What follows belongs to an exercise in optimizing a design on an open flow for small area, a short achievable clock period and few clock cycles; a production flow would make more cautious choices. Where RTL was checked, it was by simulation tests only, not by an equivalence proof against the original. The RTL of run 7 was laid out without a check of its function. Power and IR drop assume default switching activity.

**design/flow/config.mk**
```make
export PLATFORM = sky130hd
export DESIGN_NAME = simple_cpu
export DESIGN_NICKNAME = simple_cpu
export VERILOG_FILES = /design/flow/design.v
export SDC_FILE = /design/flow/constraint.sdc
export NUM_CORES = 4
export LEC_CHECK = 0
export ABC_AREA = 1
export CAP_MARGIN = 20
export CORE_MARGIN = 2
export CORE_UTILIZATION = 40
export CTS_BUF_LIST = sky130_fd_sc_hd__clkbuf_8
export CTS_CLUSTER_SIZE = 30
export SETUP_SLACK_MARGIN = 2.5
export SLEW_MARGIN = 20
```
**design/flow/constraint.sdc**
```tcl
create_clock -name core_clock -period 5.0 [get_ports {clk}]
set_input_delay 1.0000 -clock core_clock [delete_from_list [all_inputs] [get_ports {clk}]]
set_output_delay 1.0000 -clock core_clock [all_outputs]
set_load 0.01 [all_outputs]
```
**design/flow/design.v**
```verilog
module simple_cpu (
    input clk,
    input rst_n,
    input instr_valid,
    input [15:0] instr,
    output instr_ready,
    input [7:0] mem_rdata,
    input mem_ready,
    output reg mem_req,
    output reg mem_we,
    output [7:0] mem_addr,
    output [7:0] mem_wdata,
    output reg done,
    output reg [3:0] flags   
);
  reg [7:0] regfile[0:7];
  reg x_alu;   
  reg x_fix;   
  reg [2:0] x_rd;
  reg [3:0] x_imm;
  reg c_add, c_sub, c_g, c_p, c_shl, c_shr;
  reg [7:0] opa;   
  reg [7:0] opb;   
  reg a_c4;   
  integer i;
  wire x_ld = mem_req & ~mem_we;
  wire mwait = mem_req & ~mem_ready;
  wire stall = x_fix | mwait;
  assign instr_ready = ~stall;
  wire accept = instr_valid & ~stall;
  assign mem_wdata = opa;
  assign mem_addr = {opb[7:4] + {3'b000, a_c4}, opb[3:0]};
  wire [7:0] bx = opb ^ {8{c_sub}};
  wire [7:0] p = opa ^ bx;
  wire [7:0] g = opa & bx;
  wire [7:0] g1, p1, g2, p2, g3, p3;
  genvar k;
  generate
    for (k = 0; k < 8; k = k + 1) begin : pfx
      if (k % 2 == 1) begin : l1a
        assign g1[k] = g[k] | (p[k] & g[k-1]);
        assign p1[k] = p[k] & p[k-1];
      end else begin : l1b
        assign g1[k] = g[k];
        assign p1[k] = p[k];
      end
      if (k % 4 >= 2) begin : l2a
        assign g2[k] = g1[k] | (p1[k] & g1[(k/4)*4+1]);
        assign p2[k] = p1[k] & p1[(k/4)*4+1];
      end else begin : l2b
        assign g2[k] = g1[k];
        assign p2[k] = p1[k];
      end
      if (k >= 4) begin : l3a
        assign g3[k] = g2[k] | (p2[k] & g2[3]);
        assign p3[k] = p2[k] & p2[3];
      end else begin : l3b
        assign g3[k] = g2[k];
        assign p3[k] = p2[k];
      end
    end
  endgenerate
  wire [7:0] cy = {g3[6:0] | (p3[6:0] & {7{c_sub}}), c_sub};
  wire [7:0] sum = p ^ cy;
  wire [2:0] rot = opb[2:0];
  wire [7:0] r1 = rot[0] ? {opa[6:0], opa[7]} : opa;
  wire [7:0] r2 = rot[1] ? {r1[5:0], r1[7:6]} : r1;
  wire [7:0] r3 = rot[2] ? {r2[3:0], r2[7:4]} : r2;
  reg [7:0] shmask;
  always @(*) begin
    for (i = 0; i < 8; i = i + 1)
      shmask[i] = (c_shl & (i >= rot)) | (c_shr & ((rot == 3'd0) | (i < rot)));
  end
  wire [7:0] alu_res = ({8{c_add}} & sum) | ({8{c_g}} & g) | ({8{c_p}} & p) |
                       (shmask & r3);
  wire [7:0] wr_val = alu_res | ({8{x_ld}} & mem_rdata);
  wire wr_en = x_alu | (x_ld & mem_ready);
  wire [3:0] i_op = instr[15:12];
  wire [2:0] i_rd = instr[11:9];
  wire [2:0] i_rs = instr[7:5];
  wire [3:0] i_imm = instr[3:0];
  wire i_alu = (i_op >= 4'h1) && (i_op <= 4'h8);
  wire i_mem = (i_op == 4'h9) || (i_op == 4'hA);
  wire i_immop = (i_op == 4'h6) || (i_op == 4'h7) || (i_op == 4'h8);
  wire [2:0] ra = i_rd;
  wire [2:0] rb = i_rs;
  wire [3:0] ri = i_imm;
  wire [7:0] ra_oh = 8'b1 << ra;
  wire [7:0] rb_oh = 8'b1 << rb;
  reg [7:0] rf_a, rf_b;
  always @(*) begin
    rf_a = 8'h00;
    rf_b = 8'h00;
    for (i = 0; i < 8; i = i + 1) begin
      rf_a = rf_a | ({8{ra_oh[i]}} & regfile[i]);
      rf_b = rf_b | ({8{rb_oh[i]}} & regfile[i]);
    end
  end
  wire [3:0] lp = rf_b[3:0] ^ ri;
  wire [3:0] lg = rf_b[3:0] & ri;
  wire lc1 = lg[0];
  wire lc2 = lg[1] | (lp[1] & lg[0]);
  wire lc3 = lg[2] | (lp[2] & lg[1]) | (lp[2] & lp[1] & lg[0]);
  wire lc4 = lg[3] | (lp[3] & lg[2]) | (lp[3] & lp[2] & lg[1]) | (lp[3] & lp[2] & lp[1] & lg[0]);
  wire [4:0] lo = {lc4, lp[3] ^ lc3, lp[2] ^ lc2, lp[1] ^ lc1, lp[0]};
  wire [4:0] lo_fix = {1'b0, opb[3:0]} + {1'b0, x_imm};
  wire fwd_a = wr_en && (x_rd == i_rd);
  wire hz_b = wr_en && (x_rd == i_rs);   
  wire fwd_b = hz_b && !i_immop;
  wire [2:0] i_rot = (i_op == 4'h8) ? 3'd0 - i_imm[2:0] : i_imm[2:0];
  wire [7:0] opb_rf = i_mem ? {rf_b[7:4], lo[3:0]} : (i_immop ? {4'h0, i_imm[3], i_rot} : rf_b);
  always @(posedge clk) begin
    c_add <= accept & ((i_op == 4'h1) || (i_op == 4'h2) || (i_op == 4'h6));
    c_sub <= accept & (i_op == 4'h2);
    c_g   <= accept & ((i_op == 4'h3) || (i_op == 4'h4));   
    c_p   <= accept & ((i_op == 4'h4) || (i_op == 4'h5));   
    c_shl <= accept & (i_op == 4'h7) & !i_imm[3];
    c_shr <= accept & (i_op == 4'h8) & !i_imm[3];
    opa <= ({8{stall}} & opa) | ({8{~stall & fwd_a}} & wr_val) | ({8{~stall & ~fwd_a}} & rf_a);
    opb <= ({8{mwait}} & opb) | ({8{x_fix}} & {opb[7:4], lo_fix[3:0]}) |
           ({8{~stall & fwd_b}} & wr_val) | ({8{~stall & ~fwd_b}} & opb_rf);
    a_c4 <= (mwait & a_c4) | (x_fix & lo_fix[4]) | (~stall & lo[4]);
    x_imm <= i_imm;   
    if (!stall) begin
      x_rd  <= i_rd;
      mem_we <= (i_op == 4'hA);
    end
  end
  always @(posedge clk or negedge rst_n) begin
    if (!rst_n) begin
      x_alu <= 1'b0;
      x_fix <= 1'b0;
      mem_req <= 1'b0;
      done <= 1'b0;
      flags <= 4'b0;
      for (i = 0; i < 8; i = i + 1) regfile[i] <= 8'h0;
    end else begin
      x_alu <= accept & i_alu;
      if (x_fix) begin
        x_fix <= 1'b0;
        mem_req <= 1'b1;
      end else if (!mwait) begin
        x_fix <= accept & i_mem & hz_b;
        mem_req <= accept & i_mem & ~hz_b;
      end
      if (accept && i_op == 4'hF) done <= 1'b1;
      if (wr_en) regfile[x_rd] <= wr_val;
      if (x_alu) begin
        flags[3] <= (alu_res == 8'h0);
        flags[2] <= alu_res[7];
      end
    end
  end
endmodule
```
**design/flow/flow/run.sh**
```bash
#!/bin/bash
# Standard layout, with plain buf_1 cells as the port buffers and resizing not
# held to each cell's footprint.
set -euo pipefail
bash standard.sh "BUFFER_PORTS_ARGS=-buffer_cell sky130_fd_sc_hd__buf_1" MATCH_CELL_FOOTPRINT=0 finish > make_finish.log 2>&1
```
**design/flow/standard.sh**
```bash
#!/bin/bash
# synth_recipe.tcl (not shown) runs the flow's synth.tcl, then flattens the netlist and writes it again
# the make line also repeats each setting of config.mk as NAME=value (left out here)
make -C /OpenROAD-flow-scripts/flow DESIGN_CONFIG=/design/flow/config.mk WORK_HOME=/design/flow/orfs CLKGATE_MAP_FILE= SYNTH_SCRIPT=/design/flow/synth_recipe.tcl "${@:-finish}"
```
==> out/results.txt, run 1 <==
Synth warn: 2
Clock power share: 18.3%
Initial cell density of the core: 41.1%
FFs w/ async S/R, synth: 69.3%
Final Hold Viols: 0
Dpl hpwl: 14.3 mm
Fin crit period: 2480 ps
Post-Syn Instances: 906
Total grt overflow: 0
Dominant cell type by area after synthesis: dfrtp_1
Final ANT Viol Nets: 0
CTS Hold Bufs: 0
Reg2reg path depth: 10
F_max: 0.402 GHz
CP Class: input pin to register
Most common cell in the netlist: nand2_1
Worst-path clk slew: 110 ps
Clk Latency, worst-skew pair: 400 ps
Synth Register Bits: 101
P per Cell Area: 390 mW/mm^2
Worst slew pin tran: 951 ps
Pleak: 0.00336 uW
Placed Area: 0.00686 sq mm
TritonCTS Sinks: 101
Slew margin rel.: 36.6%
# fillers: 1,670
Die outline height: 132 um
Hold WC Path Type: register to register
RSZ-0062 raised after global routing: true
Maximum Capacitance Violations: 0
Wire per inst: 17.2 um
Share of cells above drive strength 1: 13.1%
FF-to-FF End: regfile[2][4]$_DFFE_PN0P_
Mean Syn Cell Area: 7.26 sq um
EDFF count, synth: 4
Die Width: 132 um
Antenna cells: 0
Crit. End Element: register
CTS tree: done
Routed Wire Length: 20.1 mm
Util after Layout: 45.7%
End of the critical path: opb[3]$_DFF_P_
Sequential fraction of the synthesis area: 36.7%
GRT Total Usage: 23.0%
CTS root buf: clkbuf_8
Worst r2r src: opb[3]$_DFF_P_
CP Max Fanout: 7
Top cells by area, synth: dfrtp_1, nand2_1, dfxtp_1
Vias: 6,258
Fin. max-slew vios: 0
Synth cell count leaders: nand2_1, inv_1, dfrtp_1, nand3_1, o21ai_0
Distinct cell type count after synthesis: 56
First-pass GRT wire length: 31.5 mm
Reg power frac: 43.4%
Dominant synthesized flop cell: dfrtp_1
Fin crit share: 49.7%
Worst setup startpoint: instr[5]
Peak VDD IR: 0.165 mV
Setup violators final: 0
GP Congestion: 0.949
Final Cell Area: 0.00732 sq mm
Synth top area share: 26.6%
Die area: 0.0175 sq mm
Crit path DAT: 2830 ps
Worst EP required: 5340 ps
Io pins: 52
Via density per instance: 5.36
Fin nets: 996
Initial antenna violation count: 0
Net Sw Frac: 42.9%
Number of CTS-inserted buffers: 9
Largest net degree at the start of global routing: 71
Synthesized cell area: 0.00658 sq mm
Port buffer count: 47
Number of global-route vias before repair: 5,711
Hold_ws: 482 ps
Largest buffer count on any clock path: 2
Status: no timing/DRC/antenna violations
Switching power: 1220 uW
DRC violations left: 0
Layout area overhead: 11.2%
Num rows: 46
Drt first pass iters: 5
H-tree Lvls: 3
R2R Setup Slk: 2780 ps
Setup Skew: 18.9 ps
Total power: 2850 uW
Comb pwr share: 38.3%
Nature of the critical path startpoint: input pin
Int Pwr: 1630 uW
Iteration-0 DRC Markers: 614
Final setup TNS: 0 ps
Core area: 0.0160 sq mm
[area by class of cell]
class	instances	area, sq um	area share, %
clock buffers	10	138	1.88
clock inverters	6	45.0	0.616
inverters	133	510	6.98
multi-input cells	641	3600	49.2
flip-flops and latches	101	2420	33.1
well taps	216	270	3.69
repair buffers	60	328	4.48
[stage by stage]
step / setup slack (ps) / instances
6_report: 2520 / 1167
3_5_place_dp: 1720 / 1138
5_1_grt: 2420 / 1167
2_1_floorplan: 2350 / 907
3_3_place_gp: 1720 / 1138
4_1_cts: 2460 / 1155
[worst min path at each step]
stage | startpoint | endpoint | slack (ps) | cells after the start
floorplan | a_c4$_DFF_P_ | a_c4$_DFF_P_ | 430 | 2
global route | opb[4]$_DFF_P_ | opb[4]$_DFF_P_ | 550 | 2
CTS | done$_DFFE_PN0P_ | done$_DFFE_PN0P_ | 490 | 2
global placement | done$_DFFE_PN0P_ | done$_DFFE_PN0P_ | 460 | 2
detailed placement | done$_DFFE_PN0P_ | done$_DFFE_PN0P_ | 450 | 2
finish | done$_DFFE_PN0P_ | done$_DFFE_PN0P_ | 480 | 2
[power by group through the flow]
stage / Clock, uW / Sequential (uW) / Combinational [uW]
2_1_floorplan: 0 / 1180 / 824
3_3_place_gp: 0 / 1240 / 1030
3_5_place_dp: 0 / 1250 / 1050
4_1_cts: 526 / 1230 / 1060
5_1_grt: 551 / 1260 / 1230
6_report: 523 / 1240 / 1090
[cells by family (layout without fill, tap and decap cells)]
| logic type | after synthesis | in the layout | share of synthesized area [%] |
|---|---|---|---|
| compound gates | 180 | 180 | 16.6 |
| xor+xnor | 16 | 16 | 2.13 |
| fa+ha+maj | 22 | 22 | 4.41 |
| buf+inv | 165 | 209 | 10.8 |
| flops | 101 | 101 | 36.7 |
| other cells | 1 | 2 | 0.0570 |
| simple gates | 421 | 421 | 29.3 |
[flip-flops by register name, indices dropped and copies added (netlist names), 2 cells and up]
register	count
x_imm	4
opa	8
opb	8
x_rd	3
regfile	64
flags	2
[what timing repair did]
action	4_1_cts	5_1_grt
setup buffers	1	12
endpoints found under the setup margin	36	64
pin swaps	1	11
gates resized for setup	27	29
[routing by layer]
metal,GRT usage (%),share of wire (%)
met3,4.81,8.0
met1,33.5,47
met4,6.87,2.0
met5,0,0
met2,34.4,43
[critical path, cell delays in order]
cell       delay (ps)
buf_12            130
nor2_4            180
nand2_2           110
inv_4             130
nand2_1            80
o2111ai_2          80
or2_4             190
ha_4              200
nand2_1            70
nand2_1            50
a21o_1            190
and2_4            150
o21ai_2           100
nand2_1            70
o21ai_2            90
[layout by cell type (no fill, tap or decap), types with 3 or more instances in the layout]
cell type / instances
a31oi_1: 3
dfxtp_2: 4
xnor2_1: 6
clkbuf_2: 5
nand2_1: 256
a211oi_1: 3
nand3_2: 4
inv_1: 113
nand2_2: 6
xor2_1: 10
o221ai_1: 3
edfxtp_1: 4
nand4_1: 6
a221oi_1: 7
nor3_1: 6
nand3_4: 8
inv_2: 17
nor2_1: 36
inv_6: 3
nand3_1: 66
o21ai_2: 6
dfrtp_1: 70
ha_1: 19
a21oi_1: 19
buf_1: 38
o21ai_1: 29
o21ai_0: 51
buf_4: 14
clkbuf_8: 10
nor2_2: 8
dfxtp_1: 21
nor2_4: 15
inv_4: 4
o211ai_1: 3
o2111ai_1: 3
o22ai_1: 36
Testbench counts, summed over its fixed seeds: cycles 4,970.
==> inputs of run 2 (changes only) <==
--- a/design/flow/config.mk
+++ b/design/flow/config.mk
@@ -11,5 +11,5 @@
 export CORE_UTILIZATION = 40
 export CTS_BUF_LIST = sky130_fd_sc_hd__clkbuf_8
 export CTS_CLUSTER_SIZE = 30
-export SETUP_SLACK_MARGIN = 2.5
+export SETUP_SLACK_MARGIN = 2.35
 export SLEW_MARGIN = 20
==> run 2 against run 1 <==
Net effect:
- fmax is 3.9% lower
- die area stayed put
- clock power hardly changed
- count of clock-buffer cells in the layout stayed put
- worst hold slack worse by 5.8 ps
- sequential power hardly changed
- combinational power hardly changed
- sequential share of layout area is 0.61 points higher
- sequential cell count stayed put
- via count is 1.3% lower
- total power is 0.69% lower
- critical endpoint is now instr_ready
- largest cell class unchanged
==> out/results.txt, run 2 <==
Status: no timing/DRC/antenna violations (unchanged)
Wire per inst: 17.3 um (was 17.2 um)
Largest Register: regfile (unchanged)
Top cells by area, synth: dfrtp_1, nand2_1, dfxtp_1 (unchanged)
FF+latch area: 0.00242 sq mm (about the same)
Commonest non-fill, non-tap cell in the layout: nand2_1 (unchanged)
Final setup margin: 2410 ps (was 2520 ps)
FFs w/ async S/R, synth: 69.3% (unchanged)
Largest buffer count on any clock path: 2 (unchanged)
Setup violators final: 0 (unchanged)
Total grt overflow: 0 (unchanged)
Crit path top cell by count: buf_1 (was nand2_1)
Final Hold Viols: 0 (unchanged)
Drt first pass iters: 5 (unchanged)
Share of cells above drive strength 1: 10.4% (was 13.1%)
Port buffer count: 47 (unchanged)
Fin nets: 985 (was 996)
P per Cell Area: 396 mW/mm^2 (was 390 mW/mm^2)
Core area: 0.0160 sq mm (unchanged)
Final Cell Area: 0.00716 sq mm (was 0.00732 sq mm)
Most common cell in the netlist: nand2_1 (unchanged)
F_max: 0.387 GHz (was 0.402 GHz)
Initial cell density of the core: 41.1% (unchanged)
GP Congestion: 0.941 (was 0.949)
Synth top area share: 26.6% (unchanged)
Synth cell count leaders: nand2_1, inv_1, dfrtp_1, nand3_1, o21ai_0 (unchanged)
Via density per instance: 5.34 (was 5.36)
Mean Syn Cell Area: 7.26 sq um (unchanged)
Die area: 0.0175 sq mm (unchanged)
Post-Syn Instances: 906 (unchanged)
Worst setup startpoint: mem_ready (was instr[5])
Distinct cell type count after synthesis: 56 (unchanged)
TritonCTS Sinks: 101 (unchanged)
Initial antenna violation count: 0 (unchanged)
CTS Hold Bufs: 0 (unchanged)
Crit path DAT: 1590 ps (was 2830 ps)
Footprint of the multi-input gates: 0.00355 sq mm (was 0.00360 sq mm)
CP Max Fanout: 5 (was 7)
Peak VDD IR: 0.168 mV (was 0.165 mV)
Place WS: 1610 ps (was 1720 ps)
Slowest cell on crit path: nor2_2 (was ha_4)
Fin crit share: 51.7% (was 49.7%)
Worst-path clk slew: 100 ps (was 110 ps)
Maximum Capacitance Violations: 0 (unchanged)
Placed Area: 0.00685 sq mm (was 0.00686 sq mm)
Largest net degree at the start of global routing: 50 (was 71)
GRT Total Usage: 23.1% (was 23.0%)
H-tree Lvls: 3 (unchanged)
Dominant cell type by area after synthesis: dfrtp_1 (unchanged)
CTS tree: done (unchanged)
Worst slew pin tran: 662 ps (was 951 ps)
Largest register FFs: 64 (unchanged)
CP peak stage delay: 270 ps (was 200 ps)
Hold WC Path Type: register to register (unchanged)
Final ANT Viol Nets: 0 (unchanged)
Nature of the critical path startpoint: input pin (unchanged)
Crit. End Element: primary output (was register)
Fin. max-slew vios: 0 (unchanged)
Vias: 6,176 (was 6,258)
# fillers: 1,663 (was 1,670)
Layout area overhead: 8.76% (was 11.2%)
Synthesized cell area: 0.00658 sq mm (unchanged)
Most frequent cells in the layout: nand2_1, inv_1, dfrtp_1, nand3_1, o21ai_0 (unchanged)
Biggest regs: regfile (64), opa (8), opb (8) (unchanged)
Iteration-0 DRC Markers: 562 (was 614)
Clk Latency, worst-skew pair: 400 ps (about the same)
Routed Wire Length: 20.0 mm (was 20.1 mm)
Crit-path cells: buf_1 > nor2_2 > nor2_4 > buf_1 (was buf_12 > nor2_4 > nand2_2 > inv_4 > nand2_1 > o2111ai_2 > or2_4 > ha_4 > nand2_1 > nand2_1 > a21o_1 > and2_4 > o21ai_2 > nand2_1 > o21ai_2)
CP Class: input pin to primary output (was input pin to register)
Slew margin rel.: 55.9% (was 36.6%)
Min-delay src: done$_DFFE_PN0P_ (unchanged)
CTS root buf: clkbuf_8 (unchanged)
Dpl hpwl: 14.4 mm (was 14.3 mm)
Worst EP required: 4000 ps (was 5340 ps)
Util after Layout: 44.7% (was 45.7%)
Number of CTS-inserted buffers: 9 (unchanged)
Fin crit period: 2590 ps (was 2480 ps)
Die outline height: 132 um (unchanged)
Setup Skew: 17.2 ps (was 18.9 ps)
Final setup TNS: 0 ps (unchanged)
Dominant synthesized flop cell: dfrtp_1 (unchanged)
Sequential fraction of the synthesis area: 36.7% (unchanged)
Pleak: 0.00329 uW (was 0.00336 uW)
Synth warn: 2 (unchanged)
Num rows: 46 (unchanged)
RSZ-0062 raised after global routing: false (was true)
Die Width: 132 um (unchanged)
Number of global-route vias before repair: 5,568 (was 5,711)
Synth Register Bits: 101 (unchanged)
Io pins: 52 (unchanged)
First-pass GRT wire length: 31.5 mm (about the same)
EDFF count, synth: 4 (unchanged)
DRC violations left: 0 (unchanged)
Antenna cells: 0 (unchanged)
Worst r2r src: opb[0]$_DFF_P_ (was opb[3]$_DFF_P_)
## run 2: final cells by class
type,count,share of cell area (%)
inverters,133,7.08
multi-input cells,641,49.7
clock buffers,10,1.92
repair buffers,49,3.09
flip-flops and latches,101,33.8
well taps,216,3.78
clock inverters,6,0.717
## run 2: what timing repair did
item,CTS,global route
endpoints found under the setup margin,5,44
gates resized for setup,10,25
buffers inserted,1,0
pin swaps,1,2
## run 2: cell families (layout without fill, tap and decap cells)
family	Yosys count	after routing	share of synthesized area [%]
AND/OR/NAND/NOR	421	421	29.3
AO/OA/AOI/OAI	180	180	16.6
buffers and inverters	165	198	10.8
flip-flops	101	101	36.7
adder cells (fa/ha/maj)	22	22	4.41
XOR/XNOR	16	16	2.13
other	1	2	0.0570
## run 2: where the power goes
group | internal [uW] | switching [uW] | leakage, uW
Sequential | 1040 | 193 | 0.00116
Clock | 202 | 324 | 0.0000939
Combinational | 369 | 700 | 0.00204
Total | 1620 | 1220 | 0.00329
## run 2: worst paths after layout
check	to	slack [ps]	depth (start not counted)
min in group asynchronous	regfile[6][0]$_DFFE_PN0P_	510	1
worst min register to register	done$_DFFE_PN0P_	480	2
worst max-delay path	instr_ready	2410	4
worst min-delay path	done$_DFFE_PN0P_	480	2
worst max register to register	regfile[7][4]$_DFFE_PN0P_	2560	12
max in group asynchronous	regfile[7][4]$_DFFE_PN0P_	3490	2
## run 2: through the flow
stage	cells	total power (uW)	hold WS [ps]
global placement	1139	2280	459
CTS	1156	2820	483
floorplan	907	2000	446
detailed placement	1139	2290	457
global route	1156	3030	514
finish	1156	2830	476
## run 2: critical path: cells and delay by family
family	cells	cell delay, ps
and+or+nand+nor	2	360
buffers and inverters	2	230
## run 2: routing by layer
metal | vias up | part of all wire [%] | GRT usage [%] | wire (um)
met5 | - | 0 | 0 | 0
met4 | 0 | 1.6 | 6.33 | 311
met1 | 2861 | 49 | 34.9 | 9700
met2 | 242 | 44 | 34.1 | 8690
li1 | 3048 | - | - | -
met3 | 25 | 6.3 | 3.73 | 1270
==> inputs of run 3 (changes only) <==
--- a/design/flow/config.mk
+++ b/design/flow/config.mk
@@ -11,5 +11,5 @@
 export CORE_UTILIZATION = 40
 export CTS_BUF_LIST = sky130_fd_sc_hd__clkbuf_8
 export CTS_CLUSTER_SIZE = 30
-export SETUP_SLACK_MARGIN = 2.35
+export SETUP_SLACK_MARGIN = 2.45
 export SLEW_MARGIN = 20
==> run 3 against run 2 <==
Net effect:
- register-to-register slack better by 180 ps
- worst hold slack better by 5.6 ps
- non-clock buffer count up 9
- count of clock-buffer cells in the layout unchanged
- largest power group unchanged
- clock skew up 2.3 ps
- critical path depth unchanged
- via count unchanged
- fmax up 4.1%
- area after synthesis unchanged
==> out/results.txt, run 3 <==
GRT Total Usage: 23.1% (about the same)
# fillers: 1,679 (was 1,663)
Total power: 2840 uW (was 2830 uW)
Synth Register Bits: 101 (unchanged)
Antenna cells: 0 (unchanged)
Reg power frac: 43.5% (was 43.7%)
CTS root buf: clkbuf_8 (unchanged)
Sequential fraction of the synthesis area: 36.7% (unchanged)
Setup Skew: 19.6 ps (was 17.2 ps)
Die outline height: 132 um (unchanged)
Routed Wire Length: 19.9 mm (was 20.0 mm)
Slew margin rel.: 37.0% (was 55.9%)
Final Hold Viols: 0 (unchanged)
Post-Syn Instances: 906 (unchanged)
H-tree Lvls: 3 (unchanged)
Final setup TNS: 0 ps (unchanged)
Synth top area share: 26.6% (unchanged)
Hold WC Path Type: register to register (unchanged)
Worst slew pin tran: 945 ps (was 662 ps)
Crit. End Element: primary output (unchanged)
CP Max Fanout: 5 (unchanged)
Nature of the critical path startpoint: input pin (unchanged)
CP Class: input pin to primary output (unchanged)
Top cells by area, synth: dfrtp_1, nand2_1, dfxtp_1 (unchanged)
GP Congestion: 0.949 (was 0.941)
DRC violations left: 0 (unchanged)
Number of CTS-inserted buffers: 9 (unchanged)
Die Width: 132 um (unchanged)
Comb pwr share: 38.2% (was 37.7%)
Num rows: 46 (unchanged)
Net Sw Frac: 42.8% (was 43.0%)
Peak VDD IR: 0.165 mV (was 0.168 mV)
Crit path DAT: 1480 ps (was 1590 ps)
Pleak: 0.00335 uW (was 0.00329 uW)
Number of global-route vias before repair: 5,719 (was 5,568)
Distinct cell type count after synthesis: 56 (unchanged)
TritonCTS Sinks: 101 (unchanged)
Initial cell density of the core: 41.1% (unchanged)
Commonest non-fill, non-tap cell in the layout: nand2_1 (unchanged)
Clock power share: 18.3% (was 18.6%)
Largest Register: regfile (unchanged)
Mean Syn Cell Area: 7.26 sq um (unchanged)
FF+latch area: 0.00242 sq mm (about the same)
Drt first pass iters: 5 (unchanged)
Core area: 0.0160 sq mm (unchanged)
Vias: 6,176 (unchanged)
Final Non-Filler Cells: 1,165 (was 1,156)
Switching power: 1220 uW (about the same)
Initial antenna violation count: 0 (unchanged)
Status: no timing/DRC/antenna violations (unchanged)
Footprint of the multi-input gates: 0.00359 sq mm (was 0.00355 sq mm)
Synth cell count leaders: nand2_1, inv_1, dfrtp_1, nand3_1, o21ai_0 (unchanged)
Io pins: 52 (unchanged)
Layout area overhead: 10.7% (was 8.76%)
RSZ-0062 raised after global routing: false (unchanged)
FFs w/ async S/R, synth: 69.3% (unchanged)
Via density per instance: 5.30 (was 5.34)
EDFF count, synth: 4 (unchanged)
Most common cell in the netlist: nand2_1 (unchanged)
Dominant cell type by area after synthesis: dfrtp_1 (unchanged)
Fin crit period: 2480 ps (was 2590 ps)
Largest buffer count on any clock path: 2 (unchanged)
Dpl hpwl: 14.3 mm (was 14.4 mm)
Dominant synthesized flop cell: dfrtp_1 (unchanged)
Final ANT Viol Nets: 0 (unchanged)
F_max: 0.402 GHz (was 0.387 GHz)
Die area: 0.0175 sq mm (unchanged)
Synthesized cell area: 0.00658 sq mm (unchanged)
Total grt overflow: 0 (unchanged)
Synth warn: 2 (unchanged)
Fin. max-slew vios: 0 (unchanged)
CTS tree: done (unchanged)
Cell total after placement: 1,138 (was 1,139)
Setup violators final: 0 (unchanged)
Worst-path clk slew: 110 ps (was 100 ps)
Biggest regs: regfile (64), opa (8), opb (8) (unchanged)
Share of cells above drive strength 1: 12.8% (was 10.4%)
Final setup margin: 2520 ps (was 2410 ps)
Int Pwr: 1630 uW (was 1620 uW)
Wire per inst: 17.1 um (was 17.3 um)
CTS Hold Bufs: 0 (unchanged)
Worst EP required: 4000 ps (about the same)
Clk Latency, worst-skew pair: 400 ps (about the same)
P per Cell Area: 390 mW/mm^2 (was 396 mW/mm^2)
Iteration-0 DRC Markers: 618 (was 562)
First-pass GRT wire length: 31.5 mm (unchanged)
Place WS: 1720 ps (was 1610 ps)
Fin crit share: 49.7% (was 51.7%)
Fin nets: 994 (was 985)
Maximum Capacitance Violations: 0 (unchanged)
Port buffer count: 47 (unchanged)
Largest net degree at the start of global routing: 71 (was 50)
Largest register FFs: 64 (unchanged)
Most frequent cells in the layout: nand2_1, inv_1, dfrtp_1, nand3_1, o21ai_0 (unchanged)
## run 3: area by class of cell
class                           instances  share of cell area (%)
Multi-Input combinational cell        641                    49.3
Sequential cell                       101                    33.2
Inverter                              133                    7.01
Timing Repair Buffer                   58                    4.26
Tap cell                              216                    3.71
Clock buffer                           10                    1.89
Clock inverter                          6                   0.618
## run 3: critical path, cell delays in order
cell      delay (ps)
clkbuf_2         110
nor2_4           170
nor2_4            70
clkbuf_2         130
## run 3: through the flow
step,instance area [sq um],utilization (%),hold slack [ps]
after floorplan,6650,-,433
after global placement,6860,42.9,459
after detailed placement,6860,42.9,455
after CTS,7100,44.4,486
after global routing,7290,45.5,551
final,7290,45.5,481
## run 3: routing by layer
layer	track usage [%]	vias to the layer above	wire (um)
li1	-	3054	-
met1	33.5	2823	9270
met2	34.4	271	8680
met3	4.81	28	1580
met4	6.93	0	347
met5	0	-	0
## run 3: worst paths after layout
path,slack (ps),cells past startpoint,startpoint,endpoint
setup / recovery,2520,4,mem_ready,instr_ready
hold / removal,480,2,done$_DFFE_PN0P_,done$_DFFE_PN0P_
setup reg to reg,2740,10,c_sub$_DFF_P_,regfile[1][4]$_DFFE_PN0P_
hold reg to reg,480,2,done$_DFFE_PN0P_,done$_DFFE_PN0P_
max in group asynchronous,3640,1,rst_n,regfile[4][4]$_DFFE_PN0P_
min in group asynchronous,730,1,rst_n,regfile[5][0]$_DFFE_PN0P_
## run 3: what timing repair did
item,CTS,global route
resized for setup,19,33
buffers inserted,1,10
pin swaps,1,11
setup endpoints to repair,22,58
## run 3: power groups by stage
| stage | Combinational [uW] | Clock, uW | Sequential (uW) |
|---|---|---|---|
| final | 1090 | 520 | 1240 |
| after global routing | 1230 | 551 | 1260 |
| after CTS | 1060 | 526 | 1230 |
| after detailed placement | 1050 | 0 | 1250 |
| after global placement | 1030 | 0 | 1240 |
| after floorplan | 824 | 0 | 1180 |
## run 3: logic make-up after synthesis
logic type                 synth area share (%)
DFF                                        36.7
buffers and inverters                      10.8
and+or+nand+nor                            29.3
other                                    0.0570
AOI/OAI and AO/OA                          16.6
adders and majority gates                  4.41
xor gates and xnor gates                   2.13
==> inputs of run 4 (changes only) <==
--- a/design/flow/config.mk
+++ b/design/flow/config.mk
@@ -11,5 +11,6 @@
 export CORE_UTILIZATION = 40
 export CTS_BUF_LIST = sky130_fd_sc_hd__clkbuf_8
 export CTS_CLUSTER_SIZE = 30
+export GPL_ROUTABILITY_DRIVEN = 0
 export SETUP_SLACK_MARGIN = 2.45
 export SLEW_MARGIN = 20
==> run 4 against run 3 <==
Net effect:
- cell count is essentially flat
- clock power shrank 5.6%
- critical path depth is the same
- wire length grew 0.17%
- register-to-register slack lost 50 ps
- worst hold slack lost 2.2 ps
- clock skew shrank 2.5 ps
- first-iteration DRC count shrank 18%
- non-clock buffer count grew 1
- still clean on timing, DRC and antenna
- global-route usage is essentially flat
==> out/results.txt, run 4 <==
Status: no timing/DRC/antenna violations (unchanged)
Synth warn: 2 (unchanged)
Port buffer count: 47 (unchanged)
Drt first pass iters: 7 (was 5)
Crit path DAT: 1480 ps (about the same)
Synth cell count leaders: nand2_1, inv_1, dfrtp_1, nand3_1, o21ai_0 (unchanged)
Crit. End Element: primary output (unchanged)
Wire per inst: 17.1 um (about the same)
Number of global-route vias before repair: 5,667 (was 5,719)
Top cells by area, synth: dfrtp_1, nand2_1, dfxtp_1 (unchanged)
Largest net degree at the start of global routing: 71 (unchanged)
Slew margin rel.: 38.3% (was 37.0%)
Layout area overhead: 11.0% (was 10.7%)
Dominant synthesized flop cell: dfrtp_1 (unchanged)
Simple-gate share of the synthesized area: 29.3% (unchanged)
Reg2reg path depth: 12 (was 10)
H-tree Lvls: 3 (unchanged)
Die Width: 132 um (unchanged)
Core area: 0.0160 sq mm (unchanged)
TritonCTS Sinks: 101 (unchanged)
CTS root buf: clkbuf_8 (unchanged)
Iteration-0 DRC Markers: 507 (was 618)
End of the critical path: instr_ready (unchanged)
Fin nets: 995 (was 994)
FFs w/ async S/R, synth: 69.3% (unchanged)
Largest family of logic cells by synthesized area: simple AND/OR/NAND/NOR gates (unchanged)
Maximum Capacitance Violations: 0 (unchanged)
Die outline height: 132 um (unchanged)
Biggest regs: regfile (64), opa (8), opb (8) (unchanged)
Worst r2r src: opb[1]$_DFF_P_ (was c_sub$_DFF_P_)
Final setup TNS: 0 ps (unchanged)
Peak VDD IR: 0.170 mV (was 0.165 mV)
Initial antenna violation count: 0 (unchanged)
Final ANT Viol Nets: 0 (unchanged)
Synth Register Bits: 101 (unchanged)
Num rows: 46 (unchanged)
Nature of the critical path startpoint: input pin (unchanged)
Fin crit period: 2480 ps (about the same)
Via density per instance: 5.37 (was 5.30)
Dominant cell type by area after synthesis: dfrtp_1 (unchanged)
Multiplexer area fraction after synthesis: 0% (unchanged)
GRT Total Usage: 23.0% (was 23.1%)
Final Hold Viols: 0 (unchanged)
Worst EP required: 4000 ps (about the same)
Io pins: 52 (unchanged)
Fin. max-slew vios: 0 (unchanged)
Antenna cells: 0 (unchanged)
Worst-path clk slew: 100 ps (was 110 ps)
Routed Wire Length: 19.9 mm (about the same)
Largest buffer count on any clock path: 2 (unchanged)
Synth top area share: 26.6% (unchanged)
EDFF count, synth: 4 (unchanged)
Post-synthesis xor/xnor area fraction: 2.13% (unchanged)
Largest Register: regfile (unchanged)
Total grt overflow: 0 (unchanged)
P per Cell Area: 385 mW/mm^2 (was 390 mW/mm^2)
Clk Latency, worst-skew pair: 390 ps (was 400 ps)
Setup Skew: 17.1 ps (was 19.6 ps)
Distinct cell type count after synthesis: 56 (unchanged)
Commonest non-fill, non-tap cell in the layout: nand2_1 (unchanged)
Share of cells above drive strength 1: 12.4% (was 12.8%)
Hold WC Path Type: register to register (unchanged)
CTS tree: done (unchanged)
DRC violations left: 0 (unchanged)
Post-Syn Instances: 906 (unchanged)
Synth Area in Adders: 4.41% (unchanged)
Place WS: 1710 ps (was 1720 ps)
Fin crit share: 49.7% (about the same)
Largest register FFs: 64 (unchanged)
Final setup margin: 2520 ps (about the same)
FF-to-FF End: regfile[5][4]$_DFFE_PN0P_ (was regfile[1][4]$_DFFE_PN0P_)
Number of CTS-inserted buffers: 9 (unchanged)
Pleak: 0.00334 uW (was 0.00335 uW)
CP Class: input pin to primary output (unchanged)
CP Max Fanout: 5 (unchanged)
Sequential fraction of the synthesis area: 36.7% (unchanged)
Min-delay src: done$_DFFE_PN0P_ (unchanged)
First-pass GRT wire length: 31.4 mm (was 31.5 mm)
Die area: 0.0175 sq mm (unchanged)
F_max: 0.403 GHz (was 0.402 GHz)
Initial cell density of the core: 41.1% (unchanged)
Synthesized cell area: 0.00658 sq mm (unchanged)
Worst setup startpoint: mem_ready (unchanged)
R2R Setup Slk: 2690 ps (was 2740 ps)
Worst slew pin tran: 926 ps (was 945 ps)
Mean Syn Cell Area: 7.26 sq um (unchanged)
Dpl hpwl: 14.3 mm (about the same)
Most frequent cells in the layout: nand2_1, inv_1, dfrtp_1, nand3_1, o21ai_0 (unchanged)
Setup violators final: 0 (unchanged)
RSZ-0062 raised after global routing: false (unchanged)
Most common cell in the netlist: nand2_1 (unchanged)
Compound-Gate Fraction of Synth Area: 16.6% (unchanged)
Vias: 6,256 (was 6,176)
==> run 4: area by class of cell <==
| class | instances | area, sq um |
|---|---|---|
| well taps | 216 | 270 |
| fillers | 1666 | 8700 |
| clock buffers | 9 | 124 |
| inverters | 133 | 515 |
| repair buffers | 59 | 322 |
| multi-input cells | 641 | 3610 |
| flip-flops and latches | 101 | 2420 |
| clock inverters | 7 | 46.3 |
==> run 4: per-layer routing <==
metal,global-route usage [%],vias up,part of all wire [%]
met4,8.12,0,2.2
met3,3.19,33,6.8
li1,-,3060,-
met2,34.4,255,44
met1,34.0,2908,47
met5,0,-,0
==> run 4: worst min path at each step <==
stage / slack (ps) / cells past startpoint / endpoint
2_1_floorplan: 430 / 2 / a_c4$_DFF_P_
3_3_place_gp: 460 / 2 / done$_DFFE_PN0P_
3_5_place_dp: 450 / 2 / done$_DFFE_PN0P_
4_1_cts: 490 / 2 / done$_DFFE_PN0P_
5_1_grt: 530 / 2 / done$_DFFE_PN0P_
6_report: 480 / 2 / done$_DFFE_PN0P_
==> run 4: where the power goes <==
group | total [uW] | leakage (uW) | internal, uW | switching, uW
logic | 1080 | 0.00209 | 381 | 702
clock network | 491 | 0.0000921 | 183 | 308
registers | 1230 | 0.00116 | 1050 | 189
total | 2810 | 0.00334 | 1610 | 1200
==> run 4: logic make-up after synthesis <==
group,after synthesis
simple gates,421
other cells,1
buf+inv,165
flops,101
fa+ha+maj,22
compound gates,180
xor+xnor,16
==> run 4: what timing repair did <==
action,CTS,global route
setup buffers,1,11
cloned,0,0
endpoints found under the setup margin,16,49
gates resized for setup,21,30
pin swaps,1,11
hold buffers,0,0
==> run 4: metrics by stage <==
stage / std cells / hold slack (ps) / area (sq um) / utilization [%] / power (uW)
6_report: 1166 / 479 / 7300 / 45.7 / 2810
5_1_grt: 1166 / 533 / 7300 / 45.7 / 3020
4_1_cts: 1155 / 487 / 7100 / 44.4 / 2790
3_5_place_dp: 1138 / 453 / 6860 / 42.9 / 2290
3_3_place_gp: 1138 / 460 / 6860 / 42.9 / 2280
2_1_floorplan: 907 / 433 / 6650 / - / 2000
==> run 4: critical path, cell delays in order <==
cell      delay, ps
clkbuf_2        110
nor2_4          180
nor2_4           70
clkbuf_2        130
==> inputs of run 5 (changes only) <==
--- a/design/flow/design.v
+++ b/design/flow/design.v
@@ -120,9 +120,9 @@
     opb <= ({8{mwait}} & opb) | ({8{x_fix}} & {opb[7:4], lo_fix[3:0]}) |
            ({8{~stall & fwd_b}} & wr_val) | ({8{~stall & ~fwd_b}} & opb_rf);
     a_c4 <= (mwait & a_c4) | (x_fix & lo_fix[4]) | (~stall & lo[4]);
-    x_imm <= i_imm;   
     if (!stall) begin
       x_rd  <= i_rd;
+      x_imm <= i_imm;
       mem_we <= (i_op == 4'hA);
     end
   end
--- a/design/flow/config.mk
+++ b/design/flow/config.mk
@@ -11,6 +11,5 @@
 export CORE_UTILIZATION = 40
 export CTS_BUF_LIST = sky130_fd_sc_hd__clkbuf_8
 export CTS_CLUSTER_SIZE = 30
-export GPL_ROUTABILITY_DRIVEN = 0
 export SETUP_SLACK_MARGIN = 2.45
 export SLEW_MARGIN = 20
==> run 5 against run 4 <==
Net effect:
- worst setup slack lost 57 ps
- sequential power is essentially flat
- final area shrank 0.43%
- critical path type is now input pin to register
- critical endpoint is now opb[2]$_DFF_P_
- largest cell class unchanged
==> out/results.txt, run 5 <==
Clk Latency, worst-skew pair: 380 ps (was 390 ps)
Dpl hpwl: 14.2 mm (was 14.3 mm)
CTS Hold Bufs: 0 (unchanged)
Initial antenna violation count: 0 (unchanged)
First-pass GRT wire length: 30.9 mm (was 31.4 mm)
Number of global-route vias before repair: 5,629 (was 5,667)
Wire per inst: 17.0 um (was 17.1 um)
Top cells by area, synth: dfrtp_1, nand2_1, inv_1 (was dfrtp_1, nand2_1, dfxtp_1)
Mean Syn Cell Area: 7.16 sq um (was 7.26 sq um)
Via density per instance: 5.35 (was 5.37)
Final setup margin: 2460 ps (was 2520 ps)
Fin nets: 991 (was 995)
Worst-path clk slew: 100 ps (about the same)
GP Congestion: 0.899
Final setup TNS: 0 ps (unchanged)
Largest register FFs: 64 (unchanged)
FFs w/ async S/R, synth: 69.3% (unchanged)
Final ANT Viol Nets: 0 (unchanged)
Fin crit share: 50.8% (was 49.7%)
Synth cell count leaders: nand2_1, inv_1, o21ai_0, dfrtp_1, nand3_1 (was nand2_1, inv_1, dfrtp_1, nand3_1, o21ai_0)
Worst EP required: 5270 ps (was 4000 ps)
DRC violations left: 0 (unchanged)
Worst slew pin tran: 1030 ps (was 926 ps)
Largest Register: regfile (unchanged)
Setup Skew: 12.9 ps (was 17.1 ps)
GRT Total Usage: 23.9% (was 23.0%)
Hold_ws: 477 ps (was 479 ps)
CTS root buf: clkbuf_8 (unchanged)
Slew margin rel.: 30.9% (was 38.3%)
Number of CTS-inserted buffers: 9 (unchanged)
Final Non-Filler Cells: 1,162 (was 1,166)
Io pins: 52 (unchanged)
Pleak: 0.00336 uW (was 0.00334 uW)
Synth top area share: 27.3% (was 26.6%)
Post-Syn Instances: 895 (was 906)
Hold WC Path Type: register to register (unchanged)
H-tree Lvls: 3 (unchanged)
Die outline height: 131 um (was 132 um)
Maximum Capacitance Violations: 0 (unchanged)
Most frequent cells in the layout: nand2_1, inv_1, dfrtp_1, o21ai_0, nand3_1 (was nand2_1, inv_1, dfrtp_1, nand3_1, o21ai_0)
TritonCTS Sinks: 101 (unchanged)
Distinct cell type count after synthesis: 46 (was 56)
Layout area overhead: 13.6% (was 11.0%)
Largest buffer count on any clock path: 2 (unchanged)
Peak VDD IR: 0.180 mV (was 0.170 mV)
Initial cell density of the core: 40.6% (was 41.1%)
Dominant cell type by area after synthesis: dfrtp_1 (unchanged)
Status: no timing/DRC/antenna violations (unchanged)
Synth warn: 2 (unchanged)
EDFF count, synth: 8 (was 4)
Biggest regs: regfile (64), opa (8), opb (8) (unchanged)
Cell total after placement: 1,131 (was 1,138)
Fin crit period: 2540 ps (was 2480 ps)
Commonest non-fill, non-tap cell in the layout: nand2_1 (unchanged)
Nature of the critical path startpoint: input pin (unchanged)
Routed Wire Length: 19.8 mm (was 19.9 mm)
Iteration-0 DRC Markers: 457 (was 507)
Share of cells above drive strength 1: 11.9% (was 12.4%)
Die area: 0.0170 sq mm (was 0.0175 sq mm)
FF+latch area: 0.00246 sq mm (was 0.00242 sq mm)
Place WS: 1380 ps (was 1710 ps)
Footprint of the multi-input gates: 0.00349 sq mm (was 0.00361 sq mm)
RSZ-0062 raised after global routing: true (was false)
CTS tree: done (unchanged)
Final Hold Viols: 0 (unchanged)
CP Class: input pin to register (was input pin to primary output)
F_max: 0.393 GHz (was 0.403 GHz)
Die Width: 131 um (was 132 um)
Crit path DAT: 2810 ps (was 1480 ps)
Total grt overflow: 0 (unchanged)
Most common cell in the netlist: nand2_1 (unchanged)
# fillers: 1,589 (was 1,666)
Sequential fraction of the synthesis area: 38.3% (was 36.7%)
Num rows: 46 (unchanged)
Crit. End Element: register (was primary output)
Dominant synthesized flop cell: dfrtp_1 (unchanged)
Core area: 0.0158 sq mm (was 0.0160 sq mm)
Largest net degree at the start of global routing: 71 (unchanged)
Port buffer count: 47 (unchanged)
Synth Register Bits: 101 (unchanged)
Setup violators final: 0 (unchanged)
P per Cell Area: 402 mW/mm^2 (was 385 mW/mm^2)
Drt first pass iters: 5 (was 7)
Antenna cells: 0 (unchanged)
CP Max Fanout: 7 (was 5)
Vias: 6,218 (was 6,256)
Synthesized cell area: 0.00640 sq mm (was 0.00658 sq mm)
Fin. max-slew vios: 0 (unchanged)
-- run 5: cell type report --
| type | instances | share of cell area (%) |
|---|---|---|
| Timing Repair Buffer | 64 | 4.85 |
| Multi-Input combinational cell | 633 | 48.0 |
| Tap cell | 216 | 3.72 |
| Clock inverter | 6 | 0.877 |
| Inverter | 132 | 6.85 |
| Sequential cell | 101 | 33.8 |
| Clock buffer | 10 | 1.89 |
-- run 5: worst max-delay path, stage by stage --
cell	delay, ps
buf_8	130
inv_2	100
nand3_4	100
buf_4	160
o22ai_1	170
nor2_1	70
nand2_2	140
inv_1	70
fa_2	360
xnor2_2	140
nor2_1	80
nor3_1	50
o21ai_1	130
nand3_1	100
-- run 5: per-layer routing --
layer / vias up / wire, um / GRT usage, %
met5: - / 0 / 0
met4: 0 / 666 / 8.20
met3: 57 / 1430 / 4.76
met2: 259 / 8760 / 37.4
met1: 2846 / 8890 / 33.3
li1: 3056 / - / -
-- run 5: repair_timing --
item / CTS / global route
resized for setup: 31 / 29
setup endpoints to repair: 24 / 66
pin swaps: 8 / 10
setup buffers: 7 / 8
-- run 5: path summary, 6_finish.rpt --
kind                            cells past startpoint  slack, ps                         to             start
worst max-delay path                               14       2460             opb[2]$_DFF_P_          instr[5]
max in group asynchronous                           1       3650        mem_req$_DFFE_PN0P_             rst_n
worst max register to register                     10       2590  regfile[5][7]$_DFFE_PN0P_     c_sub$_DFF_P_
worst min-delay path                                2        480           done$_DFFE_PN0P_  done$_DFFE_PN0P_
min in group asynchronous                           1        760  regfile[2][6]$_DFFE_PN0P_             rst_n
worst min register to register                      2        480           done$_DFFE_PN0P_  done$_DFFE_PN0P_
-- run 5: cells by family after synthesis --
logic type | count (synthesis) | share of synthesized area [%]
compound gates | 190 | 17.2
flops | 101 | 38.3
xor+xnor | 14 | 1.91
buf+inv | 162 | 10.6
other cells | 1 | 0.0585
fa+ha+maj | 22 | 4.53
simple gates | 405 | 27.5
-- run 5: through the flow --
step	util (%)	cell area, sq um	power [uW]
3_3_place_gp	42.8	6740	2320
5_1_grt	46.1	7270	3160
3_5_place_dp	42.8	6750	2340
4_1_cts	45.0	7090	2880
2_1_floorplan	-	6490	2030
6_report	46.1	7270	2930
-- run 5: power breakdown --
| group | leakage [uW] | total (uW) | internal, uW | switching (uW) |
|---|---|---|---|---|
| Sequential | 0.00117 | 1240 | 1060 | 182 |
| Combinational | 0.00209 | 1150 | 402 | 748 |
| Clock | 0.000105 | 533 | 245 | 288 |
Testbench counts of run 5, summed over its fixed seeds: cycles 4,970.
==> inputs of run 6 (changes only) <==
--- a/design/flow/design.v
+++ b/design/flow/design.v
@@ -120,9 +120,9 @@
     opb <= ({8{mwait}} & opb) | ({8{x_fix}} & {opb[7:4], lo_fix[3:0]}) |
            ({8{~stall & fwd_b}} & wr_val) | ({8{~stall & ~fwd_b}} & opb_rf);
     a_c4 <= (mwait & a_c4) | (x_fix & lo_fix[4]) | (~stall & lo[4]);
+    x_imm <= i_imm;   
     if (!stall) begin
       x_rd  <= i_rd;
-      x_imm <= i_imm;
       mem_we <= (i_op == 4'hA);
     end
   end
--- a/design/flow/config.mk
+++ b/design/flow/config.mk
@@ -8,7 +8,7 @@
 export ABC_AREA = 1
 export CAP_MARGIN = 20
 export CORE_MARGIN = 2
-export CORE_UTILIZATION = 40
+export CORE_UTILIZATION = 45
 export CTS_BUF_LIST = sky130_fd_sc_hd__clkbuf_8
 export CTS_CLUSTER_SIZE = 30
 export SETUP_SLACK_MARGIN = 2.45
==> run 6 against run 5 <==
Net effect:
- die area decreased by 8.4%
- critical path depth decreased by 10
- combinational power decreased by 8%
- non-clock buffer count decreased by 10
- sequential power about the same
- worst setup slack improved by 12 ps
- utilization increased by 4.0 points
- clock skew increased by 0.70 ps
- first-iteration DRC count increased by 44%
==> out/results.txt, run 6 <==
P per Cell Area: 396 mW/mm^2 (was 402 mW/mm^2)
Reg2reg path depth: 10 (unchanged)
Fin. max-slew vios: 0 (unchanged)
Peak VDD IR: 0.219 mV (was 0.180 mV)
Fin crit share: 50.6% (was 50.8%)
Die area: 0.0156 sq mm (was 0.0170 sq mm)
Number of global-route vias before repair: 5,880 (was 5,629)
Status: no timing/DRC/antenna violations (unchanged)
Hold WC Path Type: register to register (unchanged)
H-tree Lvls: 3 (unchanged)
Dominant cell type by area after synthesis: dfrtp_1 (unchanged)
Worst EP required: 4000 ps (was 5270 ps)
Initial antenna violation count: 0 (unchanged)
Final setup margin: 2470 ps (was 2460 ps)
Synthesized cell area: 0.00658 sq mm (was 0.00640 sq mm)
Number of CTS-inserted buffers: 9 (unchanged)
CTS Hold Bufs: 0 (unchanged)
Largest Register: regfile (unchanged)
Largest net degree at the start of global routing: 71 (unchanged)
Via density per instance: 5.53 (was 5.35)
Synth warn: 2 (unchanged)
Most common cell in the netlist: nand2_1 (unchanged)
GP Congestion: 0.914 (was 0.899)
Sequential fraction of the synthesis area: 36.7% (was 38.3%)
Drt first pass iters: 6 (was 5)
Biggest regs: regfile (64), opa (8), opb (8) (unchanged)
Vias: 6,240 (was 6,218)
Dpl hpwl: 14.3 mm (was 14.2 mm)
Antenna cells: 0 (unchanged)
R2R Setup Slk: 2730 ps (was 2590 ps)
Commonest non-fill, non-tap cell in the layout: nand2_1 (unchanged)
Wire per inst: 17.7 um (was 17.0 um)
Clk Latency, worst-skew pair: 400 ps (was 380 ps)
Setup Skew: 13.6 ps (was 12.9 ps)
Slew margin rel.: 37.1% (was 30.9%)
Synth top area share: 26.6% (was 27.3%)
Largest buffer count on any clock path: 2 (unchanged)
Initial cell density of the core: 45.6% (was 40.6%)
GRT Total Usage: 26.4% (was 23.9%)
EDFF count, synth: 4 (was 8)
Maximum Capacitance Violations: 0 (unchanged)
Port buffer count: 47 (unchanged)
Distinct cell type count after synthesis: 56 (was 46)
Worst r2r src: c_sub$_DFF_P_ (unchanged)
Worst-path clk slew: 100 ps (about the same)
Synth cell count leaders: nand2_1, inv_1, dfrtp_1, nand3_1, o21ai_0 (was nand2_1, inv_1, o21ai_0, dfrtp_1, nand3_1)
Pleak: 0.00333 uW (was 0.00336 uW)
Worst setup startpoint: mem_ready (was instr[5])
Setup violators final: 0 (unchanged)
Worst slew pin tran: 944 ps (was 1030 ps)
Routed Wire Length: 19.9 mm (was 19.8 mm)
F_max: 0.395 GHz (was 0.393 GHz)
Nature of the critical path startpoint: input pin (unchanged)
CP Class: input pin to primary output (was input pin to register)
TritonCTS Sinks: 101 (unchanged)
Crit path DAT: 1530 ps (was 2810 ps)
Core area: 0.0144 sq mm (was 0.0158 sq mm)
Final Hold Viols: 0 (unchanged)
Io pins: 52 (unchanged)
CP Max Fanout: 5 (was 7)
Crit. End Element: primary output (was register)
CTS root buf: clkbuf_8 (unchanged)
Mean Syn Cell Area: 7.26 sq um (was 7.16 sq um)
Largest register FFs: 64 (unchanged)
Final setup TNS: 0 ps (unchanged)
Layout area overhead: 9.79% (was 13.6%)
Fin nets: 990 (was 991)
Iteration-0 DRC Markers: 658 (was 457)
RSZ-0062 raised after global routing: true (unchanged)
Dominant synthesized flop cell: dfrtp_1 (unchanged)
Post-Syn Instances: 906 (was 895)
Place WS: 1670 ps (was 1380 ps)
Hold_ws: 484 ps (was 477 ps)
Num rows: 44 (was 46)
Final ANT Viol Nets: 0 (unchanged)
Fin crit period: 2530 ps (was 2540 ps)
Synth Register Bits: 101 (unchanged)
Die outline height: 125 um (was 131 um)
DRC violations left: 0 (unchanged)
Top cells by area, synth: dfrtp_1, nand2_1, dfxtp_1 (was dfrtp_1, nand2_1, inv_1)
FFs w/ async S/R, synth: 69.3% (unchanged)
End of the critical path: instr_ready (was opb[2]$_DFF_P_)
Die Width: 125 um (was 131 um)
First-pass GRT wire length: 32.3 mm (was 30.9 mm)
Total grt overflow: 0 (unchanged)
CTS tree: done (unchanged)
Share of cells above drive strength 1: 11.5% (was 11.9%)
Most frequent cells in the layout: nand2_1, inv_1, dfrtp_1, nand3_1, o21ai_0 (was nand2_1, inv_1, dfrtp_1, o21ai_0, nand3_1)
FF-to-FF End: regfile[5][7]$_DFFE_PN0P_ (unchanged)
## run 6: layout make-up
cell class | instances | area, sq um
Inverter | 133 | 512
Fill cell | 1518 | 7200
Multi-Input combinational cell | 641 | 3580
Clock inverter | 6 | 70.1
Sequential cell | 101 | 2420
Tap cell | 184 | 230
Clock buffer | 10 | 138
Timing Repair Buffer | 54 | 279
## run 6: routing by layer
metal	vias to the layer above	share of wire, %	GRT usage (%)
li1	3050	-	-
met1	2903	48	39.5
met2	253	43	39.7
met3	34	6.8	4.58
met4	0	2.1	7.32
met5	-	0	0
## run 6: where the power goes
part / total [uW] / switching [uW] / internal [uW]
sequential: 1240 / 197 / 1050
clock: 557 / 307 / 250
combinational: 1060 / 689 / 374
total: 2860 / 1190 / 1670
## run 6: worst min-delay path by stage
| stage | from | endpoint | slack [ps] | depth (start not counted) |
|---|---|---|---|---|
| CTS | done$_DFFE_PN0P_ | done$_DFFE_PN0P_ | 480 | 2 |
| finish | done$_DFFE_PN0P_ | done$_DFFE_PN0P_ | 480 | 2 |
| global placement | done$_DFFE_PN0P_ | done$_DFFE_PN0P_ | 450 | 2 |
| global route | done$_DFFE_PN0P_ | done$_DFFE_PN0P_ | 530 | 2 |
| floorplan | a_c4$_DFF_P_ | a_c4$_DFF_P_ | 430 | 2 |
| detailed placement | done$_DFFE_PN0P_ | done$_DFFE_PN0P_ | 450 | 2 |
## run 6: repair_timing
action	4_1_cts	5_1_grt
buffers inserted	1	6
setup endpoints to repair	6	60
pin swaps	1	5
gates resized for setup	19	27
## run 6: worst max-delay path: stages
cell and delay (ps):
clkbuf_2 110, nor2_4 210, nor2_4 80, clkbuf_2 130
## run 6: cell families after synthesis
logic type	Yosys count	synth area share [%]
buffers and inverters	165	10.8
and+or+nand+nor	421	29.3
other	1	0.0570
AOI/OAI and AO/OA	180	16.6
xor gates and xnor gates	16	2.13
adders and majority gates	22	4.41
DFF	101	36.7
## run 6: per-stage QoR
step	area (sq um)	util, %	cells	total power (uW)
CTS	7080	49.1	1123	2850
floorplan	6650	-	907	2000
global placement	6820	47.3	1106	2280
detailed placement	6820	47.3	1106	2290
finish	7230	50.1	1129	2860
global route	7230	50.1	1129	3080
Testbench counts of run 6, summed over its fixed seeds: cycles 4,970.
==> inputs of run 7 (changes only) <==
--- a/design/flow/design.v
+++ b/design/flow/design.v
@@ -30,9 +30,8 @@
   wire accept = instr_valid & ~stall;
   assign mem_wdata = opa;
   assign mem_addr = {opb[7:4] + {3'b000, a_c4}, opb[3:0]};
-  wire [7:0] bx = opb ^ {8{c_sub}};
-  wire [7:0] p = opa ^ bx;
-  wire [7:0] g = opa & bx;
+  wire [7:0] p = opa ^ opb;
+  wire [7:0] g = opa & opb;
   wire [7:0] g1, p1, g2, p2, g3, p3;
   genvar k;
   generate
@@ -109,6 +108,7 @@
   wire fwd_b = hz_b && !i_immop;
   wire [2:0] i_rot = (i_op == 4'h8) ? 3'd0 - i_imm[2:0] : i_imm[2:0];
   wire [7:0] opb_rf = i_mem ? {rf_b[7:4], lo[3:0]} : (i_immop ? {4'h0, i_imm[3], i_rot} : rf_b);
+  wire [7:0] b_new = (fwd_b ? wr_val : opb_rf) ^ {8{i_op == 4'h2}};
   always @(posedge clk) begin
     c_add <= accept & ((i_op == 4'h1) || (i_op == 4'h2) || (i_op == 4'h6));
     c_sub <= accept & (i_op == 4'h2);
@@ -118,11 +118,11 @@
     c_shr <= accept & (i_op == 4'h8) & !i_imm[3];
     opa <= ({8{stall}} & opa) | ({8{~stall & fwd_a}} & wr_val) | ({8{~stall & ~fwd_a}} & rf_a);
     opb <= ({8{mwait}} & opb) | ({8{x_fix}} & {opb[7:4], lo_fix[3:0]}) |
-           ({8{~stall & fwd_b}} & wr_val) | ({8{~stall & ~fwd_b}} & opb_rf);
+           ({8{~stall}} & b_new);
     a_c4 <= (mwait & a_c4) | (x_fix & lo_fix[4]) | (~stall & lo[4]);
-    x_imm <= i_imm;   
     if (!stall) begin
       x_rd  <= i_rd;
+      x_imm <= i_imm;
       mem_we <= (i_op == 4'hA);
     end
   end
--- a/design/flow/config.mk
+++ b/design/flow/config.mk
@@ -8,8 +8,6 @@
 export ABC_AREA = 1
 export CAP_MARGIN = 20
 export CORE_MARGIN = 2
-export CORE_UTILIZATION = 45
-export CTS_BUF_LIST = sky130_fd_sc_hd__clkbuf_8
-export CTS_CLUSTER_SIZE = 30
-export SETUP_SLACK_MARGIN = 2.45
+export CORE_UTILIZATION = 40
+export SETUP_SLACK_MARGIN = 2.5
 export SLEW_MARGIN = 20
==> run 7 against run 6 <==
Net effect:
- still clean on timing, DRC and antenna
- utilization shrank 0.74 points
- combinational power rose by 16%
- area after synthesis shrank 1.5%
- critical endpoint is now opb[1]$_DFF_P_
- highest routed layer unchanged
==> out/results.txt, run 7 <==
Status: no timing/DRC/antenna violations (unchanged)
Dpl hpwl: 15.1 mm (was 14.3 mm)
Largest register FFs: 64 (unchanged)
FF-to-FF End: opa[7]$_DFF_P_ (was regfile[5][7]$_DFFE_PN0P_)
Number of global-route vias before repair: 5,930 (was 5,880)
Nature of the critical path startpoint: input pin (unchanged)
Top cells by area, synth: dfrtp_1, nand2_1, inv_1 (was dfrtp_1, nand2_1, dfxtp_1)
Largest Register: regfile (unchanged)
First-pass GRT wire length: 33.6 mm (was 32.3 mm)
Final setup margin: 2320 ps (was 2470 ps)
GP Congestion: 0.965 (was 0.914)
Synth top area share: 27.0% (was 26.6%)
Crit. End Element: register (was primary output)
Mean Syn Cell Area: 6.92 sq um (was 7.26 sq um)
CTS tree: done (unchanged)
Hold WC Path Type: register to register (unchanged)
Vias: 6,655 (was 6,240)
Number of CTS-inserted buffers: 9 (unchanged)
Initial antenna violation count: 0 (unchanged)
Worst r2r src: opb[3]$_DFF_P_ (was c_sub$_DFF_P_)
Sequential fraction of the synthesis area: 37.8% (was 36.7%)
Drt first pass iters: 5 (was 6)
Synth Register Bits: 101 (unchanged)
End of the critical path: opb[1]$_DFF_P_ (was instr_ready)
Distinct cell type count after synthesis: 54 (was 56)
Worst-path clk slew: 70 ps (was 100 ps)
CP Max Fanout: 6 (was 5)
Synth warn: 2 (unchanged)
Setup violators final: 0 (unchanged)
CP peak stage delay: 420 ps (was 210 ps)
Wire per inst: 17.7 um (about the same)
Crit path top cell by count: nand2_1
Pleak: 0.00360 uW (was 0.00333 uW)
Setup Skew: 8.64 ps (was 13.6 ps)
CP Class: input pin to register (was input pin to primary output)
Die Width: 131 um (was 125 um)
Place WS: 1370 ps (was 1670 ps)
H-tree Lvls: 3 (unchanged)
Die area: 0.0172 sq mm (was 0.0156 sq mm)
Placed Area: 0.00692 sq mm (was 0.00682 sq mm)
Reg2reg path depth: 9 (was 10)
Final ANT Viol Nets: 0 (unchanged)
Worst EP required: 5250 ps (was 4000 ps)
F_max: 0.373 GHz (was 0.395 GHz)
Io pins: 52 (unchanged)
Dominant synthesized flop cell: dfrtp_1 (unchanged)
Total power: 3200 uW (was 2860 uW)
RSZ-0062 raised after global routing: true (unchanged)
Layout area overhead: 20.9% (was 9.79%)
Worst slew pin tran: 1120 ps (was 944 ps)
Peak VDD IR: 0.187 mV (was 0.219 mV)
Initial cell density of the core: 40.8% (was 45.6%)
Share of cells above drive strength 1: 14.2% (was 11.5%)
EDFF count, synth: 8 (was 4)
Biggest regs: regfile (64), opa (8), opb (8) (unchanged)
Slew margin rel.: 25.2% (was 37.1%)
Post-Syn Instances: 937 (was 906)
Total grt overflow: 0 (unchanged)
Clk Latency, worst-skew pair: 360 ps (was 400 ps)
Largest net degree at the start of global routing: 71 (unchanged)
Antenna cells: 0 (unchanged)
Synthesized cell area: 0.00648 sq mm (was 0.00658 sq mm)
Die outline height: 131 um (was 125 um)
GRT Total Usage: 25.2% (was 26.4%)
TritonCTS Sinks: 101 (unchanged)
Via density per instance: 5.41 (was 5.53)
Crit-path cells: buf_12 > clkinv_8 > nand3_4 > inv_4 > nand2_2 > nand2_4 > nor2_4 > nand2_2 > ha_4 > inv_2 > fa_2 > inv_2 > o22ai_2 > nor2_1 > nand2_1 > nand2_1 > nand2_1 > nand3_1 > nand3_1 (was clkbuf_2 > nor2_4 > nor2_4 > clkbuf_2)
Dominant cell type by area after synthesis: dfrtp_1 (unchanged)
Slowest cell on crit path: fa_2 (was nor2_4)
Final setup TNS: 0 ps (unchanged)
Crit path DAT: 2930 ps (was 1530 ps)
Most common cell in the netlist: nand2_1 (unchanged)
Largest buffer count on any clock path: 2 (unchanged)
FFs w/ async S/R, synth: 69.3% (unchanged)
Core area: 0.0159 sq mm (was 0.0144 sq mm)
Util after Layout: 49.4% (was 50.1%)
Fin. max-slew vios: 0 (unchanged)
Fin crit period: 2680 ps (was 2530 ps)
DRC violations left: 0 (unchanged)
Commonest non-fill, non-tap cell in the layout: nand2_1 (unchanged)
Iteration-0 DRC Markers: 641 (was 658)
Fin nets: 1,058 (was 990)
CTS root buf: clkbuf_16 (was clkbuf_8)
Routed Wire Length: 21.8 mm (was 19.9 mm)
Worst setup startpoint: instr[7] (was mem_ready)
Num rows: 46 (was 44)
Fin crit share: 53.6% (was 50.6%)
R2R Setup Slk: 2690 ps (was 2730 ps)
Final Hold Viols: 0 (unchanged)
Synth cell count leaders: nand2_1, inv_1, o21ai_0, nand3_1, dfrtp_1 (was nand2_1, inv_1, dfrtp_1, nand3_1, o21ai_0)
Most frequent cells in the layout: nand2_1, inv_1, o21ai_0, dfrtp_1, nand3_1 (was nand2_1, inv_1, dfrtp_1, nand3_1, o21ai_0)
Port buffer count: 47 (unchanged)
Maximum Capacitance Violations: 0 (unchanged)
Final Cell Area: 0.00784 sq mm (was 0.00723 sq mm)
P per Cell Area: 408 mW/mm^2 (was 396 mW/mm^2)
run 7: cell count changes after synthesis, moves of 10 or more:
| cell | delta |
|---|---|
| nor2_4 | -11 |
| o21ai_0 | +35 |
| nor2_1 | +21 |
| buf_4 | -10 |
| o21ai_1 | -27 |
| nand2_1 | +30 |
run 7: how the worst min path moves through the flow:
stage / startpoint / depth (start not counted) / to / slack [ps]
5_1_grt: done$_DFFE_PN0P_ / 1 / done$_DFFE_PN0P_ / 500
3_5_place_dp: done$_DFFE_PN0P_ / 1 / done$_DFFE_PN0P_ / 460
6_report: flags[3]$_DFFE_PN0P_ / 2 / flags[3]$_DFFE_PN0P_ / 490
2_1_floorplan: a_c4$_DFF_P_ / 2 / a_c4$_DFF_P_ / 450
3_3_place_gp: done$_DFFE_PN0P_ / 1 / done$_DFFE_PN0P_ / 460
4_1_cts: done$_DFFE_PN0P_ / 1 / done$_DFFE_PN0P_ / 480
run 7: cell families after synthesis:
group / synth area share [%]
compound gates: 16.5
xor+xnor: 1.08
fa+ha+maj: 4.59
buf+inv: 10.1
flops: 37.8
other cells: 0.0578
simple gates: 29.9
run 7: area by class of cell:
class,instances,area [sq um]
repair buffers,85,534
multi-input cells,674,3760
fillers,1635,8050
clock inverters,3,20.0
flip-flops and latches,101,2460
inverters,137,538
clock buffers,13,262
well taps,216,270
run 7: per-layer routing:
layer	part of all wire [%]	track usage [%]	up-vias	routed length [um]
met5	0	0	-	0
met4	3.9	11.7	0	853
met3	6.6	2.82	61	1430
met2	44	37.9	319	9470
met1	46	36.3	3055	10000
li1	-	-	3220	-
run 7: through the flow:
stage	hold slack, ps	instances
2_1_floorplan	446	938
6_report	485	1229
3_5_place_dp	458	1181
3_3_place_gp	462	1181
4_1_cts	485	1221
5_1_grt	497	1229
run 7: report_power, final:
group / leakage (uW) / switching (uW) / internal (uW)
Sequential: 0.00116 / 202 / 1080
Clock: 0.000131 / 321 / 368
Combinational: 0.00231 / 801 / 431
Total: 0.00360 / 1320 / 1880
run 7: what timing repair did:
| item | CTS | global route |
|---|---|---|
| gates resized for setup | 57 | 42 |
| setup endpoints to repair | 54 | 68 |
| pin swaps | 22 | 27 |
| hold buffers | 0 | 0 |
| setup buffers | 24 | 8 |
run 7: critical path: cells and delay by family:
family,cells,cell delay [ps]
buffers and inverters,5,370
AOI/OAI and AO/OA,1,60
adders and majority gates,2,590
and+or+nand+nor,11,900

==> port drivers added, routing unchanged <==
The results above use ideal ports. As a check the final layouts listed here were re-extracted and re-timed, cells and wires unchanged. Step 1 assumes that a clkbuf_16 drives the clock port and a buf_2 every other input. Step 2 times the ports against the registers' clock, not the clock port: input delays grow and output delays shrink by t, the midpoint of the rising clock arrivals with the driver on. Three values: ideal, step 1, step 2; two values: the first two.
run | t (ns) | setup WS [ns] | worst setup path at the end | worst register clock-pin slew, ns | cell pins on the clock port's net
run 1 | 0.428 | 2.515 / 2.509 / 2.080 | input to register | 0.11 / 0.11 | 1
run 2 | 0.427 | 2.413 / 2.391 / 2.051 | input to register | 0.12 / 0.12 | 1
run 3 | 0.426 | 2.515 / 2.495 / 2.095 | input to register | 0.11 / 0.11 | 1
run 4 | 0.420 | 2.516 / 2.494 / 2.081 | input to register | 0.11 / 0.11 | 1
run 5 | 0.408 | 2.459 / 2.442 / 2.033 | input to register | 0.10 / 0.10 | 1
run 6 | 0.429 | 2.471 / 2.451 / 2.060 | input to register | 0.11 / 0.11 | 1
run 7 | 0.397 | 2.322 / 2.299 / 1.902 | input to register | 0.07 / 0.07 | 1
After both steps setup and hold are still met in every run listed.
